This design comes from an exercise in tuning for small area and a short achievable clock period on the open sky130 flow, not from production work. No activity file was given, so power comes from the tool's default toggle rates.

==> flow/design.v <==
module alu(
             clk_p_i,
             reset_n_i,
             data_a_i,
             data_b_i,
             inst_i,
             data_o
             );
      input           clk_p_i;
      input           reset_n_i;
      input   [7:0]   data_a_i;
      input   [7:0]   data_b_i;
      input   [2:0]   inst_i;
      output reg  [15:0]  data_o;
      reg     [7:0]    data_a_d1_r;
      reg     [7:0]    data_b_d1_r;
      reg     [2:0]    inst_d1_r;
      wire    [7:0]    a = data_a_d1_r;
      wire    [7:0]    b = data_b_d1_r;
      wire             op_sub = (inst_d1_r == 3'b001);
      wire             op_abs = (inst_d1_r == 3'b101);
      wire             inv    = op_sub | (op_abs & a[7]);
      wire    [7:0]    x      = op_abs ? 8'b0 : b;
      wire    [7:0]    y      = a ^ {8{inv}};
      wire    [8:0]    s      = {1'b0, x} + {1'b0, y} + {8'b0, inv};
      wire             s8     = x[7] ^ y[7] ^ s[8];
      wire    [15:0]   prod;
      wire pp_0_0 = a[0] & b[0];
      wire pp_0_1 = a[0] & b[1];
      wire pp_0_2 = a[0] & b[2];
      wire pp_0_3 = a[0] & b[3];
      wire pp_0_4 = a[0] & b[4];
      wire pp_0_5 = a[0] & b[5];
      wire pp_0_6 = a[0] & b[6];
      wire pp_0_7 = ~(a[0] & b[7]);
      wire pp_1_0 = a[1] & b[0];
      wire pp_1_1 = a[1] & b[1];
      wire pp_1_2 = a[1] & b[2];
      wire pp_1_3 = a[1] & b[3];
      wire pp_1_4 = a[1] & b[4];
      wire pp_1_5 = a[1] & b[5];
      wire pp_1_6 = a[1] & b[6];
      wire pp_1_7 = ~(a[1] & b[7]);
      wire pp_2_0 = a[2] & b[0];
      wire pp_2_1 = a[2] & b[1];
      wire pp_2_2 = a[2] & b[2];
      wire pp_2_3 = a[2] & b[3];
      wire pp_2_4 = a[2] & b[4];
      wire pp_2_5 = a[2] & b[5];
      wire pp_2_6 = a[2] & b[6];
      wire pp_2_7 = ~(a[2] & b[7]);
      wire pp_3_0 = a[3] & b[0];
      wire pp_3_1 = a[3] & b[1];
      wire pp_3_2 = a[3] & b[2];
      wire pp_3_3 = a[3] & b[3];
      wire pp_3_4 = a[3] & b[4];
      wire pp_3_5 = a[3] & b[5];
      wire pp_3_6 = a[3] & b[6];
      wire pp_3_7 = ~(a[3] & b[7]);
      wire pp_4_0 = a[4] & b[0];
      wire pp_4_1 = a[4] & b[1];
      wire pp_4_2 = a[4] & b[2];
      wire pp_4_3 = a[4] & b[3];
      wire pp_4_4 = a[4] & b[4];
      wire pp_4_5 = a[4] & b[5];
      wire pp_4_6 = a[4] & b[6];
      wire pp_4_7 = ~(a[4] & b[7]);
      wire pp_5_0 = a[5] & b[0];
      wire pp_5_1 = a[5] & b[1];
      wire pp_5_2 = a[5] & b[2];
      wire pp_5_3 = a[5] & b[3];
      wire pp_5_4 = a[5] & b[4];
      wire pp_5_5 = a[5] & b[5];
      wire pp_5_6 = a[5] & b[6];
      wire pp_5_7 = ~(a[5] & b[7]);
      wire pp_6_0 = a[6] & b[0];
      wire pp_6_1 = a[6] & b[1];
      wire pp_6_2 = a[6] & b[2];
      wire pp_6_3 = a[6] & b[3];
      wire pp_6_4 = a[6] & b[4];
      wire pp_6_5 = a[6] & b[5];
      wire pp_6_6 = a[6] & b[6];
      wire pp_6_7 = ~(a[6] & b[7]);
      wire pp_7_0 = ~(a[7] & b[0]);
      wire pp_7_1 = ~(a[7] & b[1]);
      wire pp_7_2 = ~(a[7] & b[2]);
      wire pp_7_3 = ~(a[7] & b[3]);
      wire pp_7_4 = ~(a[7] & b[4]);
      wire pp_7_5 = ~(a[7] & b[5]);
      wire pp_7_6 = ~(a[7] & b[6]);
      wire pp_7_7 = a[7] & b[7];
      wire m_1, m_2; assign {m_2,m_1} = pp_0_6 + pp_1_5;
      wire m_3, m_4; assign {m_4,m_3} = pp_0_7 + pp_1_6 + pp_2_5;
      wire m_5, m_6; assign {m_6,m_5} = pp_3_4 + pp_4_3;
      wire m_7, m_8; assign {m_8,m_7} = pp_1_7 + pp_2_6 + pp_3_5;
      wire m_9, m_10; assign {m_10,m_9} = pp_4_4 + pp_5_3 + pp_6_2;
      wire m_11, m_12; assign {m_12,m_11} = pp_2_7 + pp_3_6 + pp_4_5;
      wire m_13, m_14; assign {m_14,m_13} = pp_0_4 + pp_1_3;
      wire m_15, m_16; assign {m_16,m_15} = pp_0_5 + pp_1_4 + pp_2_3;
      wire m_17, m_18; assign {m_18,m_17} = pp_3_2 + pp_4_1;
      wire m_19, m_20; assign {m_20,m_19} = m_1 + pp_2_4 + pp_3_3;
      wire m_21, m_22; assign {m_22,m_21} = pp_4_2 + pp_5_1 + pp_6_0;
      wire m_23, m_24; assign {m_24,m_23} = m_2 + m_3 + m_5;
      wire m_25, m_26; assign {m_26,m_25} = pp_5_2 + pp_6_1 + pp_7_0;
      wire m_27, m_28; assign {m_28,m_27} = m_4 + m_6 + m_7;
      wire m_29, m_30; assign {m_30,m_29} = m_9 + pp_7_1 + 1'b1;
      wire m_31, m_32; assign {m_32,m_31} = m_8 + m_10 + m_11;
      wire m_33, m_34; assign {m_34,m_33} = pp_5_4 + pp_6_3 + pp_7_2;
      wire m_35, m_36; assign {m_36,m_35} = m_12 + pp_3_7 + pp_4_6;
      wire m_37, m_38; assign {m_38,m_37} = pp_5_5 + pp_6_4 + pp_7_3;
      wire m_39, m_40; assign {m_40,m_39} = pp_4_7 + pp_5_6 + pp_6_5;
      wire m_41, m_42; assign {m_42,m_41} = pp_0_3 + pp_1_2;
      wire m_43, m_44; assign {m_44,m_43} = m_13 + pp_2_2 + pp_3_1;
      wire m_45, m_46; assign {m_46,m_45} = m_14 + m_15 + m_17;
      wire m_47, m_48; assign {m_48,m_47} = m_16 + m_18 + m_19;
      wire m_49, m_50; assign {m_50,m_49} = m_20 + m_22 + m_23;
      wire m_51, m_52; assign {m_52,m_51} = m_24 + m_26 + m_27;
      wire m_53, m_54; assign {m_54,m_53} = m_28 + m_30 + m_31;
      wire m_55, m_56; assign {m_56,m_55} = m_32 + m_34 + m_35;
      wire m_57, m_58; assign {m_58,m_57} = m_36 + m_38 + m_39;
      wire m_59, m_60; assign {m_60,m_59} = m_40 + pp_5_7 + pp_6_6;
      wire m_61, m_62; assign {m_62,m_61} = pp_0_2 + pp_1_1;
      wire m_63, m_64; assign {m_64,m_63} = m_41 + pp_2_1 + pp_3_0;
      wire m_65, m_66; assign {m_66,m_65} = m_42 + m_43 + pp_4_0;
      wire m_67, m_68; assign {m_68,m_67} = m_44 + m_45 + pp_5_0;
      wire m_69, m_70; assign {m_70,m_69} = m_46 + m_47 + m_21;
      wire m_71, m_72; assign {m_72,m_71} = m_48 + m_49 + m_25;
      wire m_73, m_74; assign {m_74,m_73} = m_50 + m_51 + m_29;
      wire m_75, m_76; assign {m_76,m_75} = m_52 + m_53 + m_33;
      wire m_77, m_78; assign {m_78,m_77} = m_54 + m_55 + m_37;
      wire m_79, m_80; assign {m_80,m_79} = m_56 + m_57 + pp_7_4;
      wire m_81, m_82; assign {m_82,m_81} = m_58 + m_59 + pp_7_5;
      wire m_83, m_84; assign {m_84,m_83} = m_60 + pp_6_7 + pp_7_6;
      wire [15:0] mra = {1'b1,m_84,m_82,m_80,m_78,m_76,m_74,m_72,m_70,m_68,m_66,m_64,m_62,m_61,pp_0_1,pp_0_0};
      wire [15:0] mrb = {1'b0,pp_7_7,m_83,m_81,m_79,m_77,m_75,m_73,m_71,m_69,m_67,m_65,m_63,pp_2_0,pp_1_0,1'b0};
      assign prod = mra + mrb;
      wire    [7:0]    rem;
      genvar k;
      generate
        for (k = 1; k <= 8; k = k + 1) begin : g_div
          wire [k-1:0] t;
          wire [k-1:0] r;
          wire [k:0]   d;
          wire         hi_zero;
          if (k == 1) begin : g_first
            assign t = b[7];
          end else begin : g_next
            assign t = {g_div[k-1].r, b[8-k]};
          end
          if (k == 8) begin : g_hz8
            assign hi_zero = 1'b1;
          end else begin : g_hz
            assign hi_zero = ~|a[7:k];
          end
          assign d = {1'b0, t} - {1'b0, a[k-1:0]};
          assign r = (hi_zero & ~d[k]) ? d[k-1:0] : t;
        end
      endgenerate
      assign rem = g_div[8].r;
      reg     [15:0]   ALU_d2_w;
      always@ (*)
      begin
          case(inst_d1_r)
            3'b000:    ALU_d2_w = {{7{s8}}, s8, s[7:0]};
            3'b001:    ALU_d2_w = {{7{s8}}, s8, s[7:0]};
            3'b010:    ALU_d2_w = prod;
            3'b011:    ALU_d2_w = {8'b0, a & b};
            3'b100:    ALU_d2_w = {8'b0, a ^ b};
            3'b101:    ALU_d2_w = {8'b0, s[7:0]};
            3'b110:    ALU_d2_w = {8'b0, s[8:1]};
            default:   ALU_d2_w = {8'b0, rem};
          endcase
      end
      always@(posedge clk_p_i)
          data_b_d1_r <= data_b_i;
      always@(posedge clk_p_i or negedge reset_n_i)
      begin
          if (reset_n_i == 1'b0)
          begin
            data_a_d1_r <= 0;
            inst_d1_r   <= 3'b011;
            data_o <= 0;
          end
          else
          begin
            data_a_d1_r <= data_a_i;
            inst_d1_r   <= inst_i;
            data_o <= ALU_d2_w;
          end
      end
endmodule
Settings: LEC_CHECK=0, ABC_AREA=1, CAP_MARGIN=20, CORE_MARGIN=2, CORE_UTILIZATION=40, SLEW_MARGIN=20; clock period 30.0 ns.
standard.sh (not shown) runs the stock make flow with config.mk's settings and CLKGATE_MAP_FILE= SYNTH_SCRIPT=/design/flow/synth_recipe.tcl, a recipe that flattens the netlist after the stock synthesis.
==> flow/flow/run.sh <==
#!/bin/bash
# Standard layout, but synthesis without the full/half-adder cell map so that
# ABC maps the adder logic itself (smaller and faster here).
set -o pipefail
cp standard.sh standard.sh.log.txt 2>/dev/null
export ADDER_MAP_FILE=
bash standard.sh finish > flow_standard.log 2>&1
The baseline completed without violations.
Rerun with:
==> flow/flow/run.sh (replaced) <==
#!/bin/bash
# Layout flow: the standard ORFS flow with three changes.
#  1. Synthesis runs ORFS's own synthesis script unchanged, but without the
#     full/half-adder cell map (ADDER_MAP_FILE empty), so that ABC maps the
#     adder logic together with the rest.
#  2. ABC uses flow/abc_area.script (a delay-targeted map with area recovery)
#     in place of ORFS's area script: a copy of ORFS's scripts folder with
#     only that file replaced is used for the synthesis step.
#  3. Timing repair aims for 23.3 ns of setup slack (a 6.7 ns period) so
#     that the resizer works on the critical paths even though the clock is slow.
#  4. The port buffers that global placement inserts are buf_2 cells.
# Each step's full output goes to a log file in this folder.
set -e
HERE=$(pwd)
rm -rf "$HERE/scripts"
cp -r "$FLOW_HOME/scripts" "$HERE/scripts"
cp "$HERE/flow/abc_area.script" "$HERE/scripts/abc_area.script"
export ADDER_MAP_FILE=
bash standard.sh SCRIPTS_DIR="$HERE/scripts" synth > "$HERE/log_synth.txt" 2>&1
export BUFFER_PORTS_ARGS="-buffer_cell sky130_fd_sc_hd__buf_2"
export SETUP_SLACK_MARGIN=${SETUP_MARGIN_OVERRIDE:-23.3}
bash standard.sh finish > "$HERE/log_finish.txt" 2>&1
==> flow/flow/abc_area.script (new file) <==
strash
dch
amap
topo
stime -c
Result:
- The new run finished with timing, DRC and antenna clean
- final cell count went down by about 16%
- via count fell by 3.0%
- count of clock-buffer cells in the layout is lower by 2
- total power goes down by about 6%
- first-iteration DRC count went up by 1.3%
- final area falls by 3.2%
- wire length rises by about 7%
- sequential power came out lower by about 3.7%
- critical path depth rises by 52
- sequential cell count is unchanged
- die area fell by 29%
Rerun with:
--- a/flow/flow/run.sh
+++ b/flow/flow/run.sh
@@ -8,5 +8,3 @@
 #     only that file replaced is used for the synthesis step.
-#  3. Timing repair aims for 23.3 ns of setup slack (a 6.7 ns period) so
-#     that the resizer works on the critical paths even though the clock is slow.
-#  4. The port buffers that global placement inserts are buf_2 cells.
+#  3. The port buffers that global placement inserts are buf_2 cells.
 # Each step's full output goes to a log file in this folder.
@@ -20,3 +18,2 @@
 export BUFFER_PORTS_ARGS="-buffer_cell sky130_fd_sc_hd__buf_2"
-export SETUP_SLACK_MARGIN=${SETUP_MARGIN_OVERRIDE:-23.3}
 bash standard.sh finish > "$HERE/log_finish.txt" 2>&1
==> flow/flow/abc_area.script (replaced) <==
strash
dch
map -D 6000
topo
stime -c
buffer -c
upsize -c
dnsize -c
After rerunning: The new run completed with no timing, DRC or antenna violations; global-route usage fell by 7.8 points; synthesized area rose by 20%; sequential power rose by 4.1%; total power fell by 1.2%; final area fell by 12%; maximum frequency rose by 19%; count of clock-buffer cells in the layout does not change; utilization fell by 17 points; routed wire length fell by 19%.
Rerun with:
==> flow/run.sh (new file) <==
#!/bin/bash
# synth_recipe.tcl (not shown) runs the flow's synth.tcl, then flattens the netlist and writes it again
# the make line also repeats each setting of config.mk as NAME=value (left out here)
make -C /OpenROAD-flow-scripts/flow DESIGN_CONFIG=/design/flow/config.mk WORK_HOME=/design/flow/orfs CLKGATE_MAP_FILE= SYNTH_SCRIPT=/design/flow/synth_recipe.tcl finish
removed: flow/flow/run.sh
removed: flow/flow/abc_area.script
removed: flow/standard.sh
Outcome:
- core utilization increases by 1.6 points
- routed wire length decreases by a few percent
- global-route usage decreases by 2.7 points
- combinational power increases by well over a third
Function was not checked in any run of this note: the RTL went through the layout flow alone.

## separate check: timing with driven ports
No port has a modelled driver above. Below, the same layouts with a new extraction and two added sets of constraints. Step 1: set_driving_cell puts a clkbuf_16 on clk_p_i and a buf_2 on each other input, an assumption about the parent block. Step 2 times the ports against the registers' clock, not the clock port: input delays grow and output delays shrink by t, the midpoint of the rising clock arrivals with the driver on. a / b / c = ideal ports / drivers / drivers and shift; a / b = the first two.
run | shift t [ns] | setup WS [ns] | worst data-port slew with drivers (ns) | pins driven straight from the clock port
the first run | 0.338 | 22.843 / 22.799 / 23.137 | 0.03 | 1
the second run | 0.350 | 20.230 / 20.230 / 20.230 | 0.03 | 1
the third run | 0.338 | 21.795 / 21.795 / 21.795 | 0.03 | 1
the fourth run | 0.339 | 20.112 / 20.112 / 20.112 | 0.03 | 1
After both steps every run listed still meets setup and hold.
